This design comes from an exercise in tuning for small area on the open sky130 flow, not from production work. The RTL was checked by simulation tests, not by an equivalence proof against the original design.

==> flow/design.v, too long to show whole: its modules and the start of the top module <==
// module mult_x8_h10_p18_dis3: 8 lines
// module fir_ctrl: 1257 lines
// module fir_fa: 4 lines
// module fir_ha: 4 lines
module fir_ctrl
#(
    parameter   FIR_IN  = 16,
    parameter   FIR_OUT = 16
)
(
    input   wire                             sys_clk     ,
    input   wire                             sys_rst_n   ,
    input   signed  [FIR_IN  - 1:0]          data_in     ,
    input   wire                             data_valid  ,
    output  signed  [FIR_OUT - 1:0]          fir_out     ,
    output  wire                             fir_out_valid
);
  // ...
==> flow/run.sh <==
#!/bin/bash
# synth_recipe.tcl (not shown) runs the flow's synth.tcl, then flattens the netlist and writes it again
# the make line also repeats each setting of config.mk as NAME=value (left out here)
make -C /OpenROAD-flow-scripts/flow DESIGN_CONFIG=/design/flow/config.mk WORK_HOME=/design/flow/orfs CLKGATE_MAP_FILE= SYNTH_SCRIPT=/design/flow/synth_recipe.tcl finish
==> flow/config.mk <==
export PLATFORM = sky130hd
export DESIGN_NAME = fir_ctrl
export DESIGN_NICKNAME = fir_ctrl
export VERILOG_FILES = /design/flow/design.v
export SDC_FILE = /design/flow/constraint.sdc
export NUM_CORES = 4
export LEC_CHECK = 0
export ABC_AREA = 1
export CAP_MARGIN = 20
export CORE_MARGIN = 2
export CORE_UTILIZATION = 40
export SLEW_MARGIN = 20
export SYNTH_HIERARCHICAL = 1
==> flow/constraint.sdc <==
create_clock -name core_clock -period 10.0 [get_ports {sys_clk}]
set_input_delay 2.0000 -clock core_clock [delete_from_list [all_inputs] [get_ports {sys_clk}]]
set_output_delay 2.0000 -clock core_clock [all_outputs]
set_load 0.01 [all_outputs]
==> flow_summary.ini, run 1 <==
[outcome]
status = no timing/DRC/antenna violations

[cells_and_area]
area_share_clock_buf_inv_pct = 7.82
nFlopsAndLatches = 624
layout.cells.non_filler = 2463
biggestCellCategory = registers
synthToLayoutAreaGrowth_pct = 14.3
final-nonclk-buf-share_pct = 1.47
n_all_inverters = 62

[logic_synthesis]
synth_top_family_by_area = adder cells
synth_top_area_cell = dfrtp_1
ys_ff_latch = 624
synth.most_common_cell = dfrtp_1
synthTopCellsByArea = dfrtp_1 (56%), fa_1 (35%), nand2_1 (3.5%)

[routing]
highest_layer = met4
vias = 10900
met3_length_um = 1390

[clock_tree]
cts_tree = yes
cts-root-buf = clkbuf_16
clkSlewWorstSetupHoldPaths_ps = 60
clkSinkCount = 624

[setup_path]
path_common_cell = fa_1
crit_cells = 22
cp.required_ps = 10530
crit_path_top_delay_cell = fa_1
worstReg2RegStart = x17[0]
crit_path_end = W[18]

[place]
dp_cells = 2340

[floorplan]
nWellTaps = 864
dieArea_um2 = 68900
die_h_um = 262
initial_utilization_pct = 40.5

[global_routing]
first_global_vias = 13200
met3_usage_pct = 3.02

[timing]
holdWs_ps = 337
==> inputs of run 2 (changes only) <==
--- a/flow/design.v
+++ b/flow/design.v
@@ -1048,192 +1048,198 @@
     fir_fa us925 (.a(c620), .b(s657), .c(c924), .s(s925), .co(c926));
     wire s927, c928;
     fir_fa us927 (.a(c658), .b(s695), .c(c926), .s(s927), .co(c928));
     wire s929, c930;
     fir_fa us929 (.a(c696), .b(s733), .c(c928), .s(s929), .co(c930));
     wire s931, c932;
     fir_fa us931 (.a(c734), .b(s771), .c(c930), .s(s931), .co(c932));
     wire s933, c934;
-    fir_fa us933 (.a(c772), .b(s809), .c(c932), .s(s933), .co(c934));
+    fir_ha us933 (.a(c772), .b(s809), .s(s933), .co(c934));
     wire s935, c936;
     fir_fa us935 (.a(c810), .b(s847), .c(c934), .s(s935), .co(c936));
     wire s937, c938;
-    fir_ha us937 (.a(c848), .b(s873), .s(s937), .co(c938));
+    fir_fa us937 (.a(c848), .b(s873), .c(c936), .s(s937), .co(c938));
     wire s939, c940;
     fir_fa us939 (.a(c874), .b(s887), .c(c938), .s(s939), .co(c940));
     wire s941, c942;
     fir_fa us941 (.a(s895), .b(c888), .c(c940), .s(s941), .co(c942));
     wire s943, c944;
     fir_ha us943 (.a(s901), .b(c942), .s(s943), .co(c944));
     wire s945, c946;
     fir_fa us945 (.a(s903), .b(c902), .c(c944), .s(s945), .co(c946));
     wire s947, c948;
     fir_ha us947 (.a(s905), .b(c946), .s(s947), .co(c948));
     wire s949, c950;
     fir_ha us949 (.a(s907), .b(c948), .s(s949), .co(c950));
     wire s951, c952;
     fir_ha us951 (.a(s909), .b(c950), .s(s951), .co(c952));
-    wire s953 = ~(c848 ^ s873);
-    wire c954 = c848 | s873;
+    wire s953 = ~(c772 ^ s809);
+    wire c954 = c772 | s809;
     wire s955, c956;
-    fir_fa us955 (.a(c874), .b(s887), .c(c954), .s(s955), .co(c956));
+    fir_fa us955 (.a(c810), .b(s847), .c(c954), .s(s955), .co(c956));
     wire s957, c958;
-    fir_fa us957 (.a(s895), .b(c888), .c(c956), .s(s957), .co(c958));
+    fir_fa us957 (.a(c848), .b(s873), .c(c956), .s(s957), .co(c958));
     wire s959, c960;
-    fir_ha us959 (.a(s901), .b(c958), .s(s959), .co(c960));
+    fir_fa us959 (.a(c874), .b(s887), .c(c958), .s(s959), .co(c960));
     wire s961, c962;
-    fir_fa us961 (.a(s903), .b(c902), .c(c960), .s(s961), .co(c962));
+    fir_fa us961 (.a(s895), .b(c888), .c(c960), .s(s961), .co(c962));
     wire s963, c964;
-    fir_ha us963 (.a(s905), .b(c962), .s(s963), .co(c964));
+    fir_ha us963 (.a(s901), .b(c962), .s(s963), .co(c964));
     wire s965, c966;
-    fir_ha us965 (.a(s907), .b(c964), .s(s965), .co(c966));
+    fir_fa us965 (.a(s903), .b(c902), .c(c964), .s(s965), .co(c966));
     wire s967, c968;
-    fir_ha us967 (.a(s909), .b(c966), .s(s967), .co(c968));
-    wire m969 = c936 ? s953 : s937;
-    wire m970 = c936 ? s955 : s939;
-    wire m971 = c936 ? s957 : s941;
-    wire m972 = c936 ? s959 : s943;
-    wire m973 = c936 ? s961 : s945;
-    wire m974 = c936 ? s963 : s947;
-    wire m975 = c936 ? s965 : s949;
-    wire m976 = c936 ? s967 : s951;
+    fir_ha us967 (.a(s905), .b(c966), .s(s967), .co(c968));
+    wire s969, c970;
+    fir_ha us969 (.a(s907), .b(c968), .s(s969), .co(c970));
+    wire s971, c972;
+    fir_ha us971 (.a(s909), .b(c970), .s(s971), .co(c972));
+    wire m973 = c932 ? s953 : s933;
+    wire m974 = c932 ? s955 : s935;
+    wire m975 = c932 ? s957 : s937;
+    wire m976 = c932 ? s959 : s939;
+    wire m977 = c932 ? s961 : s941;
+    wire m978 = c932 ? s963 : s943;
+    wire m979 = c932 ? s965 : s945;
+    wire m980 = c932 ? s967 : s947;
+    wire m981 = c932 ? s969 : s949;
+    wire m982 = c932 ? s971 : s951;
     wire [23:0] W_next;
     assign W_next[0] = s297;
     assign W_next[1] = s323;
     assign W_next[2] = s355;
     assign W_next[3] = s911;
     assign W_next[4] = s913;
     assign W_next[5] = s915;
     assign W_next[6] = s917;
     assign W_next[7] = s919;
     assign W_next[8] = s921;
     assign W_next[9] = s923;
     assign W_next[10] = s925;
     assign W_next[11] = s927;
     assign W_next[12] = s929;
     assign W_next[13] = s931;
-    assign W_next[14] = s933;
-    assign W_next[15] = s935;
-    assign W_next[16] = m969;
-    assign W_next[17] = m970;
-    assign W_next[18] = m971;
-    assign W_next[19] = m972;
-    assign W_next[20] = m973;
-    assign W_next[21] = m974;
-    assign W_next[22] = m975;
-    assign W_next[23] = m976;
-    wire s977, c978;
-    fir_ha us977 (.a(Y[0]), .b(W[0]), .s(s977), .co(c978));
-    wire s979, c980;
-    fir_fa us979 (.a(Y[1]), .b(W[1]), .c(c978), .s(s979), .co(c980));
-    wire s981, c982;
-    fir_fa us981 (.a(Y[2]), .b(W[2]), .c(c980), .s(s981), .co(c982));
+    assign W_next[14] = m973;
+    assign W_next[15] = m974;
+    assign W_next[16] = m975;
+    assign W_next[17] = m976;
+    assign W_next[18] = m977;
+    assign W_next[19] = m978;
+    assign W_next[20] = m979;
+    assign W_next[21] = m980;
+    assign W_next[22] = m981;
+    assign W_next[23] = m982;
     wire s983, c984;
-    fir_fa us983 (.a(Y[3]), .b(W[3]), .c(c982), .s(s983), .co(c984));
+    fir_ha us983 (.a(Y[0]), .b(W[0]), .s(s983), .co(c984));
     wire s985, c986;
-    fir_fa us985 (.a(Y[4]), .b(W[4]), .c(c984), .s(s985), .co(c986));
+    fir_fa us985 (.a(Y[1]), .b(W[1]), .c(c984), .s(s985), .co(c986));
     wire s987, c988;
-    fir_fa us987 (.a(Y[5]), .b(W[5]), .c(c986), .s(s987), .co(c988));
+    fir_fa us987 (.a(Y[2]), .b(W[2]), .c(c986), .s(s987), .co(c988));
     wire s989, c990;
-    fir_fa us989 (.a(Y[6]), .b(W[6]), .c(c988), .s(s989), .co(c990));
+    fir_fa us989 (.a(Y[3]), .b(W[3]), .c(c988), .s(s989), .co(c990));
     wire s991, c992;
-    fir_fa us991 (.a(Y[7]), .b(W[7]), .c(c990), .s(s991), .co(c992));
+    fir_fa us991 (.a(Y[4]), .b(W[4]), .c(c990), .s(s991), .co(c992));
     wire s993, c994;
-    fir_fa us993 (.a(Y[8]), .b(W[8]), .c(c992), .s(s993), .co(c994));
+    fir_fa us993 (.a(Y[5]), .b(W[5]), .c(c992), .s(s993), .co(c994));
     wire s995, c996;
-    fir_fa us995 (.a(Y[9]), .b(W[9]), .c(c994), .s(s995), .co(c996));
+    fir_fa us995 (.a(Y[6]), .b(W[6]), .c(c994), .s(s995), .co(c996));
     wire s997, c998;
-    fir_fa us997 (.a(Y[10]), .b(W[10]), .c(c996), .s(s997), .co(c998));
+    fir_fa us997 (.a(Y[7]), .b(W[7]), .c(c996), .s(s997), .co(c998));
     wire s999, c1000;
-    fir_fa us999 (.a(Y[11]), .b(W[11]), .c(c998), .s(s999), .co(c1000));
+    fir_fa us999 (.a(Y[8]), .b(W[8]), .c(c998), .s(s999), .co(c1000));
     wire s1001, c1002;
-    fir_fa us1001 (.a(Y[12]), .b(W[12]), .c(c1000), .s(s1001), .co(c1002));
+    fir_fa us1001 (.a(Y[9]), .b(W[9]), .c(c1000), .s(s1001), .co(c1002));
     wire s1003, c1004;
-    fir_fa us1003 (.a(Y[13]), .b(W[13]), .c(c1002), .s(s1003), .co(c1004));
+    fir_fa us1003 (.a(Y[10]), .b(W[10]), .c(c1002), .s(s1003), .co(c1004));
     wire s1005, c1006;
-    fir_fa us1005 (.a(Y[14]), .b(W[14]), .c(c1004), .s(s1005), .co(c1006));
+    fir_fa us1005 (.a(Y[11]), .b(W[11]), .c(c1004), .s(s1005), .co(c1006));
     wire s1007, c1008;
-    fir_fa us1007 (.a(Y[15]), .b(W[15]), .c(c1006), .s(s1007), .co(c1008));
+    fir_fa us1007 (.a(Y[12]), .b(W[12]), .c(c1006), .s(s1007), .co(c1008));
     wire s1009, c1010;
-    fir_fa us1009 (.a(Y[16]), .b(W[16]), .c(c1008), .s(s1009), .co(c1010));
+    fir_fa us1009 (.a(Y[13]), .b(W[13]), .c(c1008), .s(s1009), .co(c1010));
     wire s1011, c1012;
-    fir_fa us1011 (.a(Y[17]), .b(W[17]), .c(c1010), .s(s1011), .co(c1012));
+    fir_fa us1011 (.a(Y[14]), .b(W[14]), .c(c1010), .s(s1011), .co(c1012));
     wire s1013, c1014;
-    fir_fa us1013 (.a(Y[18]), .b(W[18]), .c(c1012), .s(s1013), .co(c1014));
+    fir_fa us1013 (.a(Y[15]), .b(W[15]), .c(c1012), .s(s1013), .co(c1014));
     wire s1015, c1016;
-    fir_fa us1015 (.a(Y[19]), .b(W[19]), .c(c1014), .s(s1015), .co(c1016));
+    fir_fa us1015 (.a(Y[16]), .b(W[16]), .c(c1014), .s(s1015), .co(c1016));
     wire s1017, c1018;
-    fir_fa us1017 (.a(Y[20]), .b(W[20]), .c(cy), .s(s1017), .co(c1018));
+    fir_fa us1017 (.a(Y[17]), .b(W[17]), .c(c1016), .s(s1017), .co(c1018));
     wire s1019, c1020;
-    fir_fa us1019 (.a(Y[21]), .b(W[21]), .c(c1018), .s(s1019), .co(c1020));
+    fir_fa us1019 (.a(Y[18]), .b(W[18]), .c(c1018), .s(s1019), .co(c1020));
     wire s1021, c1022;
-    fir_fa us1021 (.a(Y[22]), .b(W[22]), .c(c1020), .s(s1021), .co(c1022));
+    fir_fa us1021 (.a(Y[19]), .b(W[19]), .c(c1020), .s(s1021), .co(c1022));
     wire s1023, c1024;
-    fir_fa us1023 (.a(Y[23]), .b(W[23]), .c(c1022), .s(s1023), .co(c1024));
+    fir_fa us1023 (.a(Y[20]), .b(W[20]), .c(cy), .s(s1023), .co(c1024));
     wire s1025, c1026;
-    fir_fa us1025 (.a(Y[24]), .b(W[23]), .c(c1024), .s(s1025), .co(c1026));
+    fir_fa us1025 (.a(Y[21]), .b(W[21]), .c(c1024), .s(s1025), .co(c1026));
     wire s1027, c1028;
-    fir_fa us1027 (.a(Y[25]), .b(W[23]), .c(c1026), .s(s1027), .co(c1028));
-    wire [25:0] Y_next;
-    assign Y_next[0] = s977;
-    assign Y_next[1] = s979;
-    assign Y_next[2] = s981;
-    assign Y_next[3] = s983;
-    assign Y_next[4] = s985;
-    assign Y_next[5] = s987;
-    assign Y_next[6] = s989;
-    assign Y_next[7] = s991;
-    assign Y_next[8] = s993;
-    assign Y_next[9] = s995;
-    assign Y_next[10] = s997;
-    assign Y_next[11] = s999;
-    assign Y_next[12] = s1001;
-    assign Y_next[13] = s1003;
-    assign Y_next[14] = s1005;
-    assign Y_next[15] = s1007;
-    assign Y_next[16] = s1009;
-    assign Y_next[17] = s1011;
-    assign Y_next[18] = s1013;
-    assign Y_next[19] = s1015;
-    assign Y_next[20] = s1017;
-    assign Y_next[21] = s1019;
-    assign Y_next[22] = s1021;
-    assign Y_next[23] = s1023;
-    assign Y_next[24] = s1025;
-    assign Y_next[25] = s1027;
-    wire cy_next = c1016;
+    fir_fa us1027 (.a(Y[22]), .b(W[22]), .c(c1026), .s(s1027), .co(c1028));
     wire s1029, c1030;
-    fir_ha us1029 (.a(Y[20]), .b(cy), .s(s1029), .co(c1030));
+    fir_fa us1029 (.a(Y[23]), .b(W[23]), .c(c1028), .s(s1029), .co(c1030));
     wire s1031, c1032;
-    fir_ha us1031 (.a(Y[21]), .b(c1030), .s(s1031), .co(c1032));
+    fir_fa us1031 (.a(Y[24]), .b(W[23]), .c(c1030), .s(s1031), .co(c1032));
     wire s1033, c1034;
-    fir_ha us1033 (.a(Y[22]), .b(c1032), .s(s1033), .co(c1034));
+    fir_fa us1033 (.a(Y[25]), .b(W[23]), .c(c1032), .s(s1033), .co(c1034));
+    wire [25:0] Y_next;
+    assign Y_next[0] = s983;
+    assign Y_next[1] = s985;
+    assign Y_next[2] = s987;
+    assign Y_next[3] = s989;
+    assign Y_next[4] = s991;
+    assign Y_next[5] = s993;
+    assign Y_next[6] = s995;
+    assign Y_next[7] = s997;
+    assign Y_next[8] = s999;
+    assign Y_next[9] = s1001;
+    assign Y_next[10] = s1003;
+    assign Y_next[11] = s1005;
+    assign Y_next[12] = s1007;
+    assign Y_next[13] = s1009;
+    assign Y_next[14] = s1011;
+    assign Y_next[15] = s1013;
+    assign Y_next[16] = s1015;
+    assign Y_next[17] = s1017;
+    assign Y_next[18] = s1019;
+    assign Y_next[19] = s1021;
+    assign Y_next[20] = s1023;
+    assign Y_next[21] = s1025;
+    assign Y_next[22] = s1027;
+    assign Y_next[23] = s1029;
+    assign Y_next[24] = s1031;
+    assign Y_next[25] = s1033;
+    wire cy_next = c1022;
     wire s1035, c1036;
-    fir_ha us1035 (.a(Y[23]), .b(c1034), .s(s1035), .co(c1036));
+    fir_ha us1035 (.a(Y[20]), .b(cy), .s(s1035), .co(c1036));
     wire s1037, c1038;
-    fir_ha us1037 (.a(Y[24]), .b(c1036), .s(s1037), .co(c1038));
+    fir_ha us1037 (.a(Y[21]), .b(c1036), .s(s1037), .co(c1038));
     wire s1039, c1040;
-    fir_ha us1039 (.a(Y[25]), .b(c1038), .s(s1039), .co(c1040));
+    fir_ha us1039 (.a(Y[22]), .b(c1038), .s(s1039), .co(c1040));
+    wire s1041, c1042;
+    fir_ha us1041 (.a(Y[23]), .b(c1040), .s(s1041), .co(c1042));
+    wire s1043, c1044;
+    fir_ha us1043 (.a(Y[24]), .b(c1042), .s(s1043), .co(c1044));
+    wire s1045, c1046;
+    fir_ha us1045 (.a(Y[25]), .b(c1044), .s(s1045), .co(c1046));
     wire [14:0] a_in;
     assign a_in[0] = Y[11];
     assign a_in[1] = Y[12];
     assign a_in[2] = Y[13];
     assign a_in[3] = Y[14];
     assign a_in[4] = Y[15];
     assign a_in[5] = Y[16];
     assign a_in[6] = Y[17];
     assign a_in[7] = Y[18];
     assign a_in[8] = Y[19];
-    assign a_in[9] = s1029;
-    assign a_in[10] = s1031;
-    assign a_in[11] = s1033;
-    assign a_in[12] = s1035;
-    assign a_in[13] = s1037;
-    assign a_in[14] = s1039;
+    assign a_in[9] = s1035;
+    assign a_in[10] = s1037;
+    assign a_in[11] = s1039;
+    assign a_in[12] = s1041;
+    assign a_in[13] = s1043;
+    assign a_in[14] = s1045;
     always @(posedge sys_clk or negedge sys_rst_n)
         if (!sys_rst_n) begin
             W  <= 0;
             Y  <= 0;
             cy <= 1'b0;
         end else begin
             W  <= W_next;
             Y  <= Y_next;
==> run 2 against run 1 <==
Effect of this change: die area rose by 0.20%; area after synthesis rose by 0.20%; register-to-register slack improved by 730 ps; sequential share of layout area rose by 0.23 points; sequential cell count did not move; maximum frequency rose by 8.7%; routed wire length rose by 0.77%; non-clock buffer count rose by 1; critical endpoint is now W[22]; largest cell class unchanged.
==> flow_summary.ini, run 2 <==
[setup_path]
path_buf_inv = 1
rrSetupSlack_ps = 1610
crit_fanout = 11
worstRegToRegCells = 20
end_kind = register
path_common_cell = fa_1
critPathLaunchType = register
slowest_delay_ps = 560
crit_path_top_delay_cell = fa_1
worstReg2RegStart = x17[0]
crit_arrival_ps = 8910
cp.required_ps = 10530
r2r_end = W[22]
cp_top_family = adder cells
crit_type = reg -> reg
cp_cell_sequence = fa_1 -> fa_1 -> fa_1 -> fa_1 -> fa_1 -> fa_1 -> fa_1 -> fa_1 -> fa_1 -> fa_1 -> fa_1 -> fa_1 -> fa_1 -> fa_1 -> fa_1 -> fa_1 -> fa_1 -> clkinv_1 -> nand2_1 -> nand2_1

[clock_tree]
post_cts_resized = 0
clockBufferDepth = 3
cts_tree = yes
clk_latency_ps = 600
h-tree-depth = 3
holdBufCountCts = 0
clkSlewWorstSetupHoldPaths_ps = 60
cts_buffers = 66
cts_setup_buffers = 0
clkSinkCount = 624
cts-root-buf = clkbuf_16

[logic_synthesis]
synth_edf_count = 0
synth_common_cells = dfrtp_1 (593), fa_1 (475), nand2_1 (258)
syn-num-nets = 1979
ys_ff_latch = 624
synth.most_common_cell = dfrtp_1
synthTopCellsByArea = dfrtp_1 (55%), fa_1 (36%), nand2_1 (3.6%)
async_flop_share_pct = 100
synth_cell_types = 11
ys.warnings.count = 7
seq_area_frac_synth_pct = 58.5
syn_avg_cell_area_um2 = 18.3
yosys_most_used_dff = dfrtp_1
yosysTopAreaCellShare_pct = 55.5
synthesis.area_um2 = 26800
synth_top_area_cell = dfrtp_1
synth_cells = 1461

[routing]
drt_iter0_drc = 751
wirelength_um = 46500
drc = 0
routedWlPerCell_um = 18.9
antenna_left = 0
vias = 11000
viasPerCell = 4.44
dr.pass1.iters = 5

[min_path]
whs_endpoint = x10[10]
min_delay_path_depth = 0
holdCritStartpoint = x9[10]
hold_class = reg -> reg

[timing]
setup_tns_ps = 0
fin_crit_ps = 8390
setup_slack_ps = 1610
max_slew.worst_pin.slew_ps = 1050
setup_viol = 0
skew_ps = 20.8
clock.fmax_mhz = 119
slew_viol_final = 0
rsz0062_at_grt = no
slew_headroom_pct = 30.2
final_hold_viol_count = 0
fin_crit_sh_pct = 83.9

[place]
post-place-ws_ps = 1380
dp_cells = 2350
io_buffers = 35
hpwl_um = 35600
gp_congestion = 0.830
placed_area_um2 = 28200

[cells_and_area]
reg_top3 = Y (26), W (24)
fin_util_pct = 46.0
layout.cells.non_filler = 2466
synthToLayoutAreaGrowth_pct = 13.5
layout-drive-gt1-share_pct = 9.36
largest_reg_flops = 26
mostFrequentLayoutCell = dfrtp_1
mostFrequentLayoutCells = dfrtp_1 (593), fa_1 (475), nand2_1 (258), clkbuf_16 (67), inv_1 (60)
top_register = Y
n_antenna_cell = 0
nFillCells = 5606
nets = 2072
fin_area_um2 = 30400

[global_routing]
antenna_found_initial = 1
grt_use_total_pct = 14.9
grt_pass1_wl_um = 77900
first_global_vias = 13400
grt_start_max_net_pins = 177
overflow = 0

[outcome]
status = no timing/DRC/antenna violations

[floorplan]
dieArea_um2 = 69000
std_cell_rows = 94
initial_utilization_pct = 40.6
ios = 36
core_area_um2 = 66000
die_h_um = 263
die_w_um = 263

[flow_run]
cap_viol_max_count = 0
[run 2: worst max path at each step]
| stage | start | end | slack, ps | depth (start not counted) |
|---|---|---|---|---|
| final | x17[0] | W[22] | 1610 | 20 |
| after global routing | x17[0] | W[22] | 1250 | 20 |
| after CTS | x17[0] | W[22] | 1520 | 20 |
| after detailed placement | data_in[3] | W[22] | 1380 | 17 |
| after global placement | data_in[3] | W[21] | 1550 | 17 |
| after floorplan | W[0] | Y[19] | 2070 | 20 |
[run 2: modules after synthesis, one instance, submodules excluded]
module,copies in the design,area [um^2]
fir_ctrl,1,17000
fir_fa,475,20.0
fir_ha,18,12.5
[run 2: logic make-up (layout without fill, tap and decap cells)]
family	Yosys count	after routing	synth area share [%]
adders and majority gates	499	499	36.7
buffers and inverters	80	221	1.23
DFF	624	624	58.5
and+or+nand+nor	258	258	3.62
[run 2: layout make-up]
type	count	area, um^2	area share, %
Clock buffer	83	1820	5.98
Clock inverter	33	395	1.30
Inverter	62	233	0.766
Multi-Input combinational cell	757	10800	35.5
Sequential cell	624	15700	51.5
Tap cell	864	1080	3.56
Timing Repair Buffer	43	423	1.39
[run 2: per-stage QoR]
step	hold slack (ps)
final	341
after global routing	348
after CTS	340
after detailed placement	335
after global placement	331
after floorplan	331
[run 2: metal layers]
layer | vias to the layer above | global-route usage (%) | share of wire [%] | wire length (um)
met3 | 81 | 2.90 | 3.6 | 1660
met2 | 154 | 23.8 | 50 | 23100
met5 | - | 0 | 0 | 0
li1 | 4625 | - | - | -
met4 | 0 | 4.30 | 2.5 | 1160
met1 | 6101 | 21.2 | 44 | 20600

separate check: timing with driven ports:
The results above use ideal ports. As a check the final layouts listed here were re-extracted and re-timed, cells and wires unchanged.
Step 1 (the two cells are an assumption about what drives the block):
set clk [get_ports {sys_clk}]
set_driving_cell -lib_cell sky130_fd_sc_hd__clkbuf_16 $clk
set_driving_cell -lib_cell sky130_fd_sc_hd__buf_2 [delete_from_list [all_inputs] $clk]
Step 2 moves the port delays by t, midway between the first and last clock arrival at a register: inputs arrive t later, outputs are due t later. That takes back most of the time a late clock gives input paths.
a / b / c = ideal ports / drivers / drivers and shift; a / b = the first two.
run | t, ns | slack for setup (ns) | hold slack, ns | cell pins on the clock port's net
run 1 | 0.653 | 0.884 / 0.884 / 0.787 | 0.337 / 0.337 / 0.337 | 1
run 2 | 0.647 | 1.614 / 1.614 / 1.470 | 0.341 / 0.341 / 0.341 | 1
After both steps setup and hold are still met in every run listed. For run 2, which loses most, drivers alone change the setup slack by 0.000 ns; drivers and shift together by -0.144 ns.
